Source: an optimization exercise on an open RTL-to-GDS flow (aim: small area and a short achievable clock period). Production flows keep margins and buffers that such runs may drop.
No functional check of the RTL was part of any run shown here.
No activity file was given, so power comes from the tool's default toggle rates.

## design/flow/design.v

```verilog
`timescale 1ns / 1ps
module vga_early (
    input  [11:0] h,
    input  [10:0] v,
    input  [9:0]  lfsr,
    input  [10:0] ch,
    input  [9:0]  cv,
    input  [11:0] xa,
    input         xs,
    input  [9:0]  ya,
    input         ys,
    output        h_end,
    output        f_end,
    output [11:0] h_n,
    output [10:0] v_n,
    output        move,
    output        coll,
    output [10:0] ch_1, ch_0,      
    output [9:0]  cv_1, cv_0,
    output [11:0] xh_a,            
    output        xh_s, xh_z, xh_o,
    output [11:0] xh_1, xh_0,
    output [11:0] xhm_a,           
    output        xhm_s,
    output [9:0]  yv_a,            
    output        yv_s, yv_z, yv_o,
    output [9:0]  yv_1, yv_0,
    output [9:0]  hm_a,            
    output        hm_s,
    output        vis,
    output [2:0]  c_band_h, c_band_v, c_circ
);
    function lt12;
        input [11:0] x;
        input [11:0] k;
        integer i;
        reg r;
        begin
            r = 1'b0;
            for (i = 0; i < 12; i = i + 1)
                r = k[i] ? (~x[i] | r) : (~x[i] & r);
            lt12 = r;
        end
    endfunction
    function [11:0] ones12;
        input [11:0] x;
        integer i;
        begin
            ones12[0] = 1'b1;
            for (i = 1; i < 12; i = i + 1)
                ones12[i] = ones12[i-1] & x[i-1];
        end
    endfunction
    assign h_end = h[11] & h[7] & h[4] & h[3];              
    wire   v_end = v[10] & v[6] & v[5] & v[2] & v[0];       
    assign f_end = h_end & v_end;
    assign move  = (lfsr == 10'b0101100100);
    wire [11:0] h_inc = h + 12'd1;
    assign h_n = h_inc & ~({12{h_end}} & 12'b100010011001);
    wire [10:0] v_inc = v + 11'd1;
    assign v_n = h_end ? (v_inc & ~({11{v_end}} & 11'b10001100110)) : v;
    wire ch_lo  = lt12({1'b0, ch}, 12'd101);                        
    wire ch_hi  = ~lt12({1'b0, ch}, 12'd1820);
    wire ch_bar = ~lt12({1'b0, ch}, 12'd1300) & lt12({1'b0, ch}, 12'd1701);
    wire cv_lo  = lt12({2'b0, cv}, 12'd101);                        
    wire cv_hi  = ~lt12({2'b0, cv}, 12'd980);
    wire cv_gap = ~lt12({2'b0, cv}, 12'd701) & lt12({2'b0, cv}, 12'd750);
    assign coll = ch_lo | ch_hi | cv_lo | cv_hi | (ch_bar & ~cv_gap);
    assign ch_1 = ones12({1'b0, ch});
    assign ch_0 = ones12({1'b0, ~ch});
    assign cv_1 = ones12({2'b0, cv});
    assign cv_0 = ones12({2'b0, ~cv});
    wire [11:0] xa_1 = ones12(xa);
    wire [11:0] xa_0 = ones12(~xa);
    assign xh_a = xa ^ (xs ? xa_0 : xa_1);
    assign xh_s = xs & ~(xa == 12'd1);
    assign xh_1 = ones12(xh_a);
    assign xh_0 = ones12(~xh_a);
    assign xh_z = (xh_a == 12'd0);
    assign xh_o = (xh_a == 12'd1);
    assign xhm_s = lt12(h, 12'd959);
    assign xhm_a = xhm_s ? 12'd959 - h : h - 12'd959;
    wire [9:0]  ya_1 = ones12({2'b0, ya});
    wire [9:0]  ya_0 = ones12({2'b0, ~ya});
    assign yv_a = ya ^ ({10{h_end}} & (ys ? ya_0 : ya_1));
    assign yv_s = ys & ~(h_end & (ya == 10'd1));
    assign yv_1 = ones12({2'b0, yv_a});
    assign yv_0 = ones12({2'b0, ~yv_a});
    assign yv_z = (yv_a == 10'd0);
    assign yv_o = (yv_a == 10'd1);
    assign hm_s = lt12({1'b0, v_n}, 12'd540);
    assign hm_a = hm_s ? 10'd540 - v_n[9:0] : v_n[9:0] - 10'd540;
    assign vis = lt12(h, 12'd1920) & lt12({1'b0, v}, 12'd1080);
    wire [6:0]  ay = ya[6:0];
    reg  [6:0]  wtab;
    always @* begin
        case (ay)
            7'd0  : wtab = 7'd100;
            7'd1  : wtab = 7'd99;
            7'd2  : wtab = 7'd99;
            7'd3  : wtab = 7'd99;
            7'd4  : wtab = 7'd99;
            7'd5  : wtab = 7'd99;
            7'd6  : wtab = 7'd99;
            7'd7  : wtab = 7'd99;
            7'd8  : wtab = 7'd99;
            7'd9  : wtab = 7'd99;
            7'd10 : wtab = 7'd99;
            7'd11 : wtab = 7'd99;
            7'd12 : wtab = 7'd99;
            7'd13 : wtab = 7'd99;
            7'd14 : wtab = 7'd99;
            7'd15 : wtab = 7'd98;
            7'd16 : wtab = 7'd98;
            7'd17 : wtab = 7'd98;
            7'd18 : wtab = 7'd98;
            7'd19 : wtab = 7'd98;
            7'd20 : wtab = 7'd97;
            7'd21 : wtab = 7'd97;
            7'd22 : wtab = 7'd97;
            7'd23 : wtab = 7'd97;
            7'd24 : wtab = 7'd97;
            7'd25 : wtab = 7'd96;
            7'd26 : wtab = 7'd96;
            7'd27 : wtab = 7'd96;
            7'd28 : wtab = 7'd96;
            7'd29 : wtab = 7'd95;
            7'd30 : wtab = 7'd95;
            7'd31 : wtab = 7'd95;
            7'd32 : wtab = 7'd94;
            7'd33 : wtab = 7'd94;
            7'd34 : wtab = 7'd94;
            7'd35 : wtab = 7'd93;
            7'd36 : wtab = 7'd93;
            7'd37 : wtab = 7'd92;
            7'd38 : wtab = 7'd92;
            7'd39 : wtab = 7'd92;
            7'd40 : wtab = 7'd91;
            7'd41 : wtab = 7'd91;
            7'd42 : wtab = 7'd90;
            7'd43 : wtab = 7'd90;
            7'd44 : wtab = 7'd89;
            7'd45 : wtab = 7'd89;
            7'd46 : wtab = 7'd88;
            7'd47 : wtab = 7'd88;
            7'd48 : wtab = 7'd87;
            7'd49 : wtab = 7'd87;
            7'd50 : wtab = 7'd86;
            7'd51 : wtab = 7'd86;
            7'd52 : wtab = 7'd85;
            7'd53 : wtab = 7'd84;
            7'd54 : wtab = 7'd84;
            7'd55 : wtab = 7'd83;
            7'd56 : wtab = 7'd82;
            7'd57 : wtab = 7'd82;
            7'd58 : wtab = 7'd81;
            7'd59 : wtab = 7'd80;
            7'd60 : wtab = 7'd80;
            7'd61 : wtab = 7'd79;
            7'd62 : wtab = 7'd78;
            7'd63 : wtab = 7'd77;
            7'd64 : wtab = 7'd76;
            7'd65 : wtab = 7'd75;
            7'd66 : wtab = 7'd75;
            7'd67 : wtab = 7'd74;
            7'd68 : wtab = 7'd73;
            7'd69 : wtab = 7'd72;
            7'd70 : wtab = 7'd71;
            7'd71 : wtab = 7'd70;
            7'd72 : wtab = 7'd69;
            7'd73 : wtab = 7'd68;
            7'd74 : wtab = 7'd67;
            7'd75 : wtab = 7'd66;
            7'd76 : wtab = 7'd64;
            7'd77 : wtab = 7'd63;
            7'd78 : wtab = 7'd62;
            7'd79 : wtab = 7'd61;
            7'd80 : wtab = 7'd60;
            7'd81 : wtab = 7'd58;
            7'd82 : wtab = 7'd57;
            7'd83 : wtab = 7'd55;
            7'd84 : wtab = 7'd54;
            7'd85 : wtab = 7'd52;
            7'd86 : wtab = 7'd51;
            7'd87 : wtab = 7'd49;
            7'd88 : wtab = 7'd47;
            7'd89 : wtab = 7'd45;
            7'd90 : wtab = 7'd43;
            7'd91 : wtab = 7'd41;
            7'd92 : wtab = 7'd39;
            7'd93 : wtab = 7'd36;
            7'd94 : wtab = 7'd34;
            7'd95 : wtab = 7'd31;
            7'd96 : wtab = 7'd28;
            7'd97 : wtab = 7'd24;
            7'd98 : wtab = 7'd19;
            7'd99 : wtab = 7'd14;
            7'd100: wtab = 7'd0;
            default: wtab = 7'bx;
        endcase
    end
    wire neary = lt12({2'd0, ya}, 12'd101);
    wire nearx = (xa[11:7] == 5'd0);
    wire cmpx  = (xa[6:0] <= wtab);
    wire in_circ = nearx & neary & cmpx;
    wire left3  = xs & (xa[6:0] >= 7'd35);       
    wire right3 = ~xs & (xa[6:0] >= 7'd32);      
    wire bar = ~lt12(h, 12'd1400) & lt12(h, 12'd1601) &
               (lt12({1'b0, v}, 12'd601) | ~lt12({1'b0, v}, 12'd850));
    assign c_band_h = lt12(h, 12'd640) ? 3'b001 : lt12(h, 12'd1280) ? 3'b110 : 3'b100;
    assign c_band_v = lt12({1'b0, v}, 12'd360) ? 3'b000 : lt12({1'b0, v}, 12'd720) ? 3'b100 : 3'b110;
    assign c_circ   = in_circ ? (left3 ? 3'b001 : right3 ? 3'b100 : 3'b110) :
                      bar ? 3'b011 : 3'b111;
endmodule
module vga_controller(
    input clk_148MHz,
    input reset,
    input [11:0] sw,
    input btnU,
    input btnD,
    input btnR,
    input btnL,
    output hsync,
    output vsync,
    output video_on,
    output reg [11:0] h_count_reg,
    output [11:0] v_count_reg,
    output [3:0] vgaRed,
    output [3:0] vgaGreen,
    output [3:0] vgaBlue
);
    reg [10:0] v;           
    reg [9:0]  lfsr;        
    reg [10:0] ch;          
    reg [9:0]  cv;          
    reg [11:0] xa;          
    reg        xs;          
    reg [9:0]  ya;          
    reg        ys;          
    reg        r3, g3, b3;
    wire [11:0] h = h_count_reg;
    assign v_count_reg = {1'b0, v};
    wire        h_end, f_end, move, coll, vis;
    wire [11:0] h_n;
    wire [10:0] v_n;
    wire [10:0] ch_1, ch_0;
    wire [9:0]  cv_1, cv_0;
    wire [11:0] xh_a, xh_1, xh_0, xhm_a;
    wire        xh_s, xh_z, xh_o, xhm_s;
    wire [9:0]  yv_a, yv_1, yv_0, hm_a;
    wire        yv_s, yv_z, yv_o, hm_s;
    wire [2:0]  c_band_h, c_band_v, c_circ;
    vga_early early (
        .h(h), .v(v), .lfsr(lfsr), .ch(ch), .cv(cv), .xa(xa), .xs(xs), .ya(ya), .ys(ys),
        .h_end(h_end), .f_end(f_end), .h_n(h_n), .v_n(v_n), .move(move), .coll(coll),
        .ch_1(ch_1), .ch_0(ch_0), .cv_1(cv_1), .cv_0(cv_0),
        .xh_a(xh_a), .xh_s(xh_s), .xh_z(xh_z), .xh_o(xh_o), .xh_1(xh_1), .xh_0(xh_0),
        .xhm_a(xhm_a), .xhm_s(xhm_s),
        .yv_a(yv_a), .yv_s(yv_s), .yv_z(yv_z), .yv_o(yv_o), .yv_1(yv_1), .yv_0(yv_0),
        .hm_a(hm_a), .hm_s(hm_s),
        .vis(vis), .c_band_h(c_band_h), .c_band_v(c_band_v), .c_circ(c_circ));
    wire go_home = sw[2] & coll;
    wire step    = sw[2] & ~coll & move;
    wire up      = step & btnU;              
    wire down    = step & ~btnU & btnD;      
    wire left    = step & btnL;              
    wire right   = step & ~btnL & btnR;      
    wire [9:0]  cv_n = go_home ? 10'd540 : cv ^ (({10{down}} & cv_1) | ({10{up}} & cv_0));
    wire [10:0] ch_n = go_home ? 11'd960 : ch ^ (({11{right}} & ch_1) | ({11{left}} & ch_0));
    wire        xmag_inc = (left & ~xh_s) | (right & (xh_s | xh_z));
    wire        xmag_dec = (left & xh_s) | (right & ~xh_s & ~xh_z);
    wire [11:0] xst_a = xh_a ^ (({12{xmag_inc}} & xh_1) | ({12{xmag_dec}} & xh_0));
    wire        xst_s = left ? (xh_s & ~xh_o) : right ? (xh_s | xh_z) : xh_s;
    wire        ymag_inc = (up & ~yv_s) | (down & (yv_s | yv_z));
    wire        ymag_dec = (up & yv_s) | (down & ~yv_s & ~yv_z);
    wire [9:0]  yst_a = yv_a ^ (({10{ymag_inc}} & yv_1) | ({10{ymag_dec}} & yv_0));
    wire        yst_s = up ? (yv_s & ~yv_o) : down ? (yv_s | yv_z) : yv_s;
    wire [11:0] xa_n = h_end ? {1'b0, ch_n} : go_home ? xhm_a : xst_a;
    wire        xs_n = h_end ? 1'b1 : go_home ? xhm_s : xst_s;
    wire [9:0]  ya_n = f_end ? cv_n : go_home ? hm_a : yst_a;
    wire        ys_n = f_end ? 1'b1 : go_home ? hm_s : yst_s;
    always @(posedge clk_148MHz or posedge reset) begin
        if (reset) begin
            h_count_reg <= 12'd0;
            v <= 11'd0;
        end else begin
            h_count_reg <= h_n;
            v <= v_n;
        end
    end
    always @(posedge clk_148MHz or posedge reset) begin
        if (reset)
            lfsr <= 10'd0;
        else if (sw[2]) begin
            if (move)
                lfsr <= 10'd0;
            else
                lfsr <= {lfsr[8:0], ~(lfsr[9] ^ lfsr[6])};
        end
    end
    always @(posedge clk_148MHz or posedge reset) begin
        if (reset) begin
            ch <= 11'd960;
            cv <= 10'd540;
            xa <= 12'd960;              
            xs <= 1'b1;
            ya <= 10'd540;              
            ys <= 1'b1;
        end else begin
            ch <= ch_n;
            cv <= cv_n;
            xa <= xa_n;
            xs <= xs_n;
            ya <= ya_n;
            ys <= ys_n;
        end
    end
    reg [2:0] col_n;
    always @* begin
        if (!vis)
            col_n = 3'b000;
        else if (sw[0])
            col_n = c_band_h;
        else if (sw[1])
            col_n = c_band_v;
        else if (sw[2])
            col_n = c_circ;
        else
            col_n = 3'b101;             
    end
    always @(posedge clk_148MHz or posedge reset) begin
        if (reset)
            {r3, g3, b3} <= 3'b000;
        else
            {r3, g3, b3} <= col_n;
    end
    wire r2 = r3 | (g3 & b3);
    wire g2 = r3 & g3;
    wire g1 = r3 & b3;
    wire b1 = b3 & ~(r3 ^ g3);
    wire b0 = b3 & (~r3 | g3);
    assign vgaRed   = {r3, r2, r2, r3};
    assign vgaGreen = {g3, g2, g1, g1};
    assign vgaBlue  = {b3, b3, b1, b0};
    assign hsync    = (h >= 12'd2008) & (h <= 12'd2052);
    assign vsync    = (v >= 11'd1084) & (v <= 11'd1089);
    assign video_on = vis;
endmodule
```

## design/flow/flow/run.sh

```bash
#!/bin/bash
# Standard ORFS layout; smaller port buffers, a smaller clock tree without dummy loads,
# and a timing-repair margin of 7 ns (the SDC is unchanged).
bash standard.sh SETUP_SLACK_MARGIN=7 \
  "BUFFER_PORTS_ARGS=-buffer_cell sky130_fd_sc_hd__buf_2" \
  "CTS_ARGS=-sink_clustering_enable -repair_clock_nets -dont_use_dummy_load -buf_list sky130_fd_sc_hd__clkbuf_8 -sink_clustering_size 30" \
  finish > standard_run.log 2>&1
```

## design/flow/standard.sh

```bash
#!/bin/bash
# synth_recipe.tcl (not shown) runs the flow's synth.tcl, then flattens the netlist and writes it again
# the make line also repeats each setting of config.mk as NAME=value (left out here)
make -C /OpenROAD-flow-scripts/flow DESIGN_CONFIG=/design/flow/config.mk WORK_HOME=/design/flow/orfs CLKGATE_MAP_FILE= SYNTH_SCRIPT=/design/flow/synth_recipe.tcl "${@:-finish}"
```

## design/flow/config.mk

```make
export PLATFORM = sky130hd
export DESIGN_NAME = vga_controller
export DESIGN_NICKNAME = vga_controller
export VERILOG_FILES = /design/flow/design.v
export SDC_FILE = /design/flow/constraint.sdc
export NUM_CORES = 4
export LEC_CHECK = 0
export CAP_MARGIN = 20
export CORE_MARGIN = 2
export CORE_UTILIZATION = 60
export SLEW_MARGIN = 20
export SYNTH_HIERARCHICAL = 1
export SYNTH_MINIMUM_KEEP_SIZE = 0
```

## design/flow/constraint.sdc

```tcl
create_clock -name core_clock -period 10.0 [get_ports {clk_148MHz}]
set_input_delay 2.0000 -clock core_clock [delete_from_list [all_inputs] [get_ports {clk_148MHz}]]
set_output_delay 2.0000 -clock core_clock [all_outputs]
set_load 0.01 [all_outputs]
```

==> results of run 1 <==
## per-module statistics from Yosys (local to each module, per instance)
module | area (um2) | times used
vga_controller | 4400 | 1
vga_early | 4060 | 1
## layer usage
layer	wire [um]	global-route usage, %	up-vias
li1	-	-	4177
met1	11300	45.5	4334
met2	13000	55.2	451
met3	1940	4.32	91
met4	1040	15.2	0
met5	0	0	-
## Yosys cell counts (all sizes together) (9+ instances only)
cell type / count / area (um2)
mux2: 15 / 169
xor2: 45 / 394
and3: 16 / 100
a22oi: 14 / 135
a211oi: 9 / 67.6
nor4: 9 / 56.3
nor3b: 13 / 97.6
dfrtp: 63 / 1580
nand4: 14 / 93.8
o21a: 14 / 105
nor2b: 16 / 100
nand2: 101 / 379
a31oi: 15 / 109
dfstp: 18 / 473
a21oi: 52 / 260
ha: 28 / 350
o31ai: 12 / 90.1
o21ai: 66 / 338
and2: 21 / 131
buf: 49 / 332
nand3: 24 / 120
a32oi: 23 / 201
xnor2: 53 / 464
nor3: 33 / 170
nor2: 126 / 489
inv: 59 / 221
a221o: 14 / 140
clkbuf: 54 / 203
## kinds of logic (layout without fill, tap and decap cells)
logic type / count (synthesis) / count (layout) / share of synthesized area, %
buf+inv: 163 / 271 / 8.98
other cells: 3 / 10 / 0.133
xor+xnor: 98 / 98 / 10.1
mux: 24 / 24 / 3.36
fa+ha+maj: 28 / 28 / 4.14
compound gates: 280 / 282 / 23.6
flops: 81 / 81 / 24.2
simple gates: 425 / 430 / 25.4
## worst paths after layout
check                                      endpoint  slack (ns)
max                                    g3$_DFF_PP0_        6.18
min                             lfsr[6]$_DFFE_PP0P_        0.51
max reg2reg                            g3$_DFF_PP0_        6.18
min reg2reg                     lfsr[6]$_DFFE_PP0P_        0.51
max in group asynchronous            v[8]$_DFF_PP0_        7.55
min in group asynchronous  h_count_reg[7]$_DFF_PP0_        1.82
## cell type report
cell class                      count  area, um2
Clock buffer                        9        124
Fill cell                         934       2910
Multi-Input combinational cell    872       6520
Timing Repair Buffer              201       1700
Inverter                           60        240
Sequential cell                    81       2100
Tap cell                          180        225
Timing Repair inverter              1       6.26
## metrics by stage
| step | std cells | setup WS [ns] |
|---|---|---|
| 6_report | 1404 | 6.18 |
| 5_1_grt | 1404 | 6.04 |
| 4_1_cts | 1358 | 6.16 |
| 3_5_place_dp | 1241 | 5.21 |
| 3_3_place_gp | 1241 | 5.24 |
| 2_1_floorplan | 1109 | 6.29 |
## timing repair
action,in CTS,in global routing
resized for setup,131,96
pin swaps,56,52
setup endpoints to repair,81,82
endpoints found under the hold margin,0,0
buffers inserted,100,45
gates cloned,8,1
## power groups by stage
stage / clock [mW] / combinational (mW) / sequential (mW)
global route: 0.206 / 0.490 / 0.469
CTS: 0.197 / 0.404 / 0.456
global placement: 0 / 0.334 / 0.469
floorplan: 0 / 0.351 / 0.407
finish: 0.194 / 0.450 / 0.464
detailed placement: 0 / 0.339 / 0.470
## worst max-delay path, stage by stage (launching register included)
cell and delay [ns]:
dfstp_4 0.67, nor2_1 0.10, o21bai_1 0.16, mux4_2 0.48, a221oi_2 0.24, o21ai_1 0.12
ha_1 0.32, nor2b_4 0.13, o21a_1 0.15, o21a_1 0.19, o21ai_2 0.15, a21oi_2 0.08
nor4_4 0.26, o21ai_1 0.13, and3_1 0.21, a21oi_2 0.11, o21ai_1 0.08, and2_1 0.13
==> results_dict.tcl, run 1 <==
set metrics [dict create \
    avgViaCountPerCell 6.45 \
    drtIter0Drc 975 \
    die-area_mm2 0.0151 \
    final_nets 1272 \
    relSlewSlack_pct 24.4 \
    worstHoldPathType "flip-flop to flip-flop" \
    finalWirelength_um 27300 \
    post-route-period-util_pct 38.2 \
    max_slew.worst_pin.slew_ns 1.12 \
    ys_types 80 \
    p_per_area_mw_per_mm2 102 \
    clkPwrFrac_pct 17.5 \
    synth-edff-count 0 \
    power_leakage_nw 4.56 \
    cts_htree_levels 3 \
    drcViolationCount 0 \
    power.net_switching_mw 0.436 \
    track_usage_pct 34.1 \
    pwr-share-comb_pct 40.6 \
    p_total_mw 1.11 \
    die_h_um 123 \
    core_area_mm2 0.0138 \
    io_pins 57 \
    holdWs_ns 0.510 \
    setup_viol 0 \
    via_count 9053 \
    status "no timing/DRC/antenna violations" \
    reg2reg_depth 17 \
    maxCapViolations 0 \
    synthCells 1102 \
    gp_congestion 0.848 \
    drt_first_pass_iters 5 \
    r2r_start "ya[3]$_DFF_PP1_" \
    die_w_um 123 \
    finalMaxSlewViolations 0 \
    place_area_mm2 0.00869 \
    post_drt_wl_per_cell_um 19.5 \
    antenna_cells 0 \
    rows 43 \
    required_ns 10.25 \
    fin_tns_setup_ns 0 \
    cts_hold_buf 0 \
    p_int_mw 0.672 \
    antenna_found_initial 0 \
    async_reset_ff_share_pct 100 \
    io_buffers 46 \
    dp_hpwl_um 15300 \
    rsz0062_at_grt "true" \
    layout-area-overhead-vs-synth_pct 29.0 \
    final_layout_size_suffix_gt1_share_pct 34.9 \
    cts_root_buf "clkbuf_8" \
    pwr-share-seq_pct 41.9 \
    ant_nets 0 \
    utilization_pct 78.9 \
    critPathMaxFanout 7 \
    peakVddDrop_uv 75.5 \
    endpoint_kind "flip-flop" \
    clock_latency_ns 0.37 \
    yosysSeqAreaShare_pct 24.2 \
    finClkSkew_ns 0.0172 \
    max_freq_mhz 262 \
    final_cell_mix "113 x nor2_1, 113 x buf_4, 95 x nand2_1" \
    clkSlewWorstSetupHoldPaths_ns 0.09 \
    synth_ff_type "dfrtp_1" \
    syn_area_mm2 0.00846 \
    cts_tree "done" \
    hold_viol 0 \
    grt_pass1_vias 8030 \
    cts_sinks 81 \
    gr-total-overflow 0 \
    fin_crit_ns 3.82 \
    postSynthAreaPerCell_um2 7.68 \
    synth_warnings 8 \
    grt_max_degree 82 \
    crit_type "flip-flop to flip-flop" \
    p_sw_share_pct 39.4 \
    crit_start "ya[3]$_DFF_PP1_" \
    ys_ff_latch 81 \
    initial_utilization_pct 61.2 \
    final_area_mm2 0.0109 \
    cts_buffers 9 \
    start_kind "flip-flop" \
    min_path_cells 2 \
    cts_buffer_depth 2 \
    arrival_ns 4.07 \
    grt_pass1_wl_um 40300 \
    hold_path.startpoint "lfsr[5]$_DFFE_PP0P_" \
]
==> inputs of run 2 (changes only) <==
==> design/flow/flow/run.sh (replaced) <==
#!/bin/bash
# Standard ORFS layout; smaller port buffers, a smaller clock tree without dummy loads,
# and a timing-repair margin of 6 ns (the SDC is unchanged).
bash standard.sh SETUP_SLACK_MARGIN=6 \
  "BUFFER_PORTS_ARGS=-buffer_cell sky130_fd_sc_hd__buf_2" \
  "CTS_ARGS=-sink_clustering_enable -repair_clock_nets -dont_use_dummy_load -buf_list sky130_fd_sc_hd__clkbuf_8 -sink_clustering_size 30" \
  finish > standard_run.log 2>&1
==> run 2 against run 1 <==
Effect of this change: die area did not move; sequential share of layout area rose by 3.4 points; critical path depth fell by 12; sequential power barely moved; clock-buffer cell count did not move; utilization fell by 13 points; worst setup slack got worse by 0.15 ns; combinational power fell by 21%; power fell by 8.2%; cell count fell by 8.2%; hold slack improved by 0.0020 ns; critical path type is now flip-flop to primary output; critical endpoint is now vsync.
==> results_dict.tcl, run 2 <==
set metrics [dict create \
    postSynthAreaPerCell_um2 7.68 \
    reg2reg_depth 18 \
    initial_utilization_pct 61.2 \
    pwr-share-comb_pct 35.0 \
    ys_ff_latch 81 \
    cts_buffer_depth 2 \
    r2r_start "ya[1]$_DFF_PP0_" \
    start_kind "flip-flop" \
    crit_start "v[4]$_DFF_PP0_" \
    maxCapViolations 0 \
    worstSetupPathDepth 5 \
    grt_pass1_wl_um 36200 \
    crit_type "flip-flop to primary output" \
    hold_viol 0 \
    core_area_mm2 0.0138 \
    mostFrequentLayoutCell "nor2_1" \
    drtIter0Drc 852 \
    final_layout_size_suffix_gt1_share_pct 18.8 \
    synth_top_area_cell "dfrtp_1" \
    die-area_mm2 0.0151 \
    reg2reg_to "r3$_DFF_PP0_" \
    peakVddDrop_uv 88.8 \
    final_area_mm2 0.00916 \
    gr-total-overflow 0 \
    cp_slowest_cell "or4b_4" \
    fin_tns_setup_ns 0 \
    die_w_um 123 \
    fillers 1282 \
    p_int_mw 0.623 \
    finalMaxSlewViolations 0 \
    dp_hpwl_um 15500 \
    async_reset_ff_share_pct 100 \
    fin_crit_ns 3.97 \
    worstHoldPathType "flip-flop to flip-flop" \
    ys_types 80 \
    multi_input_area_mm2 0.00587 \
    critPathMaxFanout 2 \
    post-route-period-util_pct 39.7 \
    layout-area-overhead-vs-synth_pct 8.33 \
    hold_path.startpoint "lfsr[5]$_DFFE_PP0P_" \
    max_freq_mhz 252 \
    grt_max_degree 82 \
    clkPwrFrac_pct 19.0 \
    crit_chain "or4b_4 -> nor3_4 -> a21oi_2 -> nor4_1 -> buf_2" \
    seq_area_mm2 0.00208 \
    holdWs_ns 0.512 \
    synth_area_leaders "dfrtp_1 19%, dfstp_2 5.6%, nor2_1 5.5%, xnor2_1 5.5%, xor2_1 4.7%" \
    p_sw_share_pct 38.7 \
    required_ns 8.00 \
    crit_buf_inv 1 \
    post_drt_wl_per_cell_um 18.0 \
    place_area_mm2 0.00849 \
    rows 43 \
    hold_end "lfsr[6]$_DFFE_PP0P_" \
    min_path_cells 2 \
    io_pins 57 \
    clock_latency_ns 0.37 \
    endpoint_kind "primary output" \
    synth_top_area_share_pct 18.6 \
    cts_sinks 81 \
    relSlewSlack_pct 48.5 \
    antenna_cells 0 \
    cpLargestDelayFamily "simple AND/OR/NAND/NOR gates" \
    finClkSkew_ns 0.0280 \
    synth-edff-count 0 \
    yosysSeqAreaShare_pct 24.2 \
    track_usage_pct 30.1 \
    avgViaCountPerCell 6.27 \
    synth.most_common_cell "nor2_1" \
    ant_nets 0 \
    arrival_ns 1.97 \
    syn_area_mm2 0.00846 \
    antenna_found_initial 0 \
    cts_root_buf "clkbuf_8" \
    drcViolationCount 0 \
    die_h_um 123 \
    cts_htree_levels 3 \
    max_slew.worst_pin.slew_ns 0.773 \
    cp_slowest_stage_delay_ns 0.55 \
    utilization_pct 66.3 \
    cts_tree "done" \
    via_count 8087 \
    gp_congestion 0.921 \
    power.net_switching_mw 0.394 \
    synth_common_cells "125 x nor2_1, 101 x nand2_1, 64 x o21ai_0" \
    power_leakage_nw 3.82 \
    p_per_area_mw_per_mm2 111 \
    status "no timing/DRC/antenna violations" \
    synth_warnings 8 \
    r2r_slack_ns 6.17 \
    rsz0062_at_grt "true" \
    grt_pass1_vias 7134 \
    synth_ff_type "dfrtp_1" \
    drt_first_pass_iters 6 \
    final_nets 1157 \
    io_buffers 46 \
    cts_buffers 9 \
    final_cell_mix "125 x nor2_1, 101 x nand2_1, 57 x o21ai_0" \
    clkSlewWorstSetupHoldPaths_ns 0.09 \
    pwr-share-seq_pct 45.9 \
    finalWirelength_um 23300 \
    setup_viol 0 \
    synthCells 1102 \
]
-- run 2: cell counts after synthesis --
Identical to the previous run, type by type.
-- run 2: per-layer routing --
metal / global-route usage (%) / share of wire, %
met1: 42.8 / 46
met2: 46.7 / 46
met3: 4.14 / 5.7
met4: 10.9 / 2.5
met5: 0 / 0
-- run 2: how the worst max path moves through the flow --
stage / endpoint / slack [ns]
floorplan: r3$_DFF_PP0_ / 5.98
global route: vsync / 5.93
global placement: ya[8]$_DFF_PP0_ / 5.10
detailed placement: ya[4]$_DFF_PP1_ / 5.25
CTS: ya[4]$_DFF_PP1_ / 5.95
finish: vsync / 6.03
-- run 2: stage by stage --
step | std cells | worst slack [ns] | power [mW]
final | 1289 | 6.03 | 1.02
after CTS | 1261 | 5.95 | 1.00
after detailed placement | 1240 | 5.25 | 0.798
after global placement | 1240 | 5.10 | 0.795
after floorplan | 1109 | 5.98 | 0.735
after global routing | 1289 | 5.93 | 1.08
-- run 2: area by class of cell --
type	count	area share, %
tap	180	2.46
clock buffer	9	1.35
timing repair buffer	92	6.72
sequential	81	22.7
inverter	60	2.68
multi-input combinational	867	64.1
-- run 2: Yosys stat by module, one instance, submodules excluded --
module / cell area (um2) / copies in the design / flip-flops and latches / cells
vga_early: 4060 / 1 / 0 / 663
vga_controller: 4400 / 1 / 81 / 439
-- run 2: tightest hold or removal path, stage by stage, from the launching register on --
cell	delay [ns]
dfrtp_1	0.36
nand2_1	0.05
o21ai_0	0.07
-- run 2: kinds of logic (layout without fill, tap and decap cells) --
group / Yosys count / after routing / synth area share (%)
and+or+nand+nor: 425 / 427 / 25.4
AOI/OAI and AO/OA: 280 / 280 / 23.6
buffers and inverters: 163 / 161 / 8.98
xor gates and xnor gates: 98 / 98 / 10.1
DFF: 81 / 81 / 24.2
adders and majority gates: 28 / 28 / 4.14
muxes: 24 / 24 / 3.36
other: 3 / 10 / 0.133
-- run 2: power by group through the flow --
stage	Sequential, mW	Clock, mW	Combinational (mW)
3_5_place_dp	0.467	0	0.331
5_1_grt	0.476	0.212	0.394
2_1_floorplan	0.406	0	0.330
4_1_cts	0.460	0.199	0.343
6_report	0.467	0.194	0.356
3_3_place_gp	0.468	0	0.327
-- run 2: repair_timing --
action | 4_1_cts | 5_1_grt
hold buffers | 0 | 0
buffers inserted | 12 | 26
gates resized for setup | 29 | 38
endpoints found under the setup margin | 27 | 26
pin swaps | 3 | 15
hold endpoints to repair | 0 | 0
gates cloned | 0 | 2

-- afterwards: timing with drivers on the ports --
How much do the figures lean on ideal ports? The routed layouts below were timed once more, with nothing changed but the port constraints.
Step 1, drivers: a clkbuf_16 drives clk_148MHz and a buf_2 each remaining input, both assumed.
Step 2 times the ports against the registers' clock, not the clock port: input delays grow and output delays shrink by t, the midpoint of the rising clock arrivals with the driver on.
Slacks: ideal / step 1 / step 2; pairs: ideal / step 1.
run	t, ns	slack for setup (ns)	worst setup path at the end	pins driven straight from the clock port
run 1	0.400	6.181 / 6.146 / 6.181	register to register	1
run 2	0.396	6.033 / 5.996 / 5.839	input to register	1
After both steps every run listed still meets setup and hold. For run 2, which loses most, drivers alone change the setup slack by -0.037 ns; drivers and shift together by -0.194 ns.
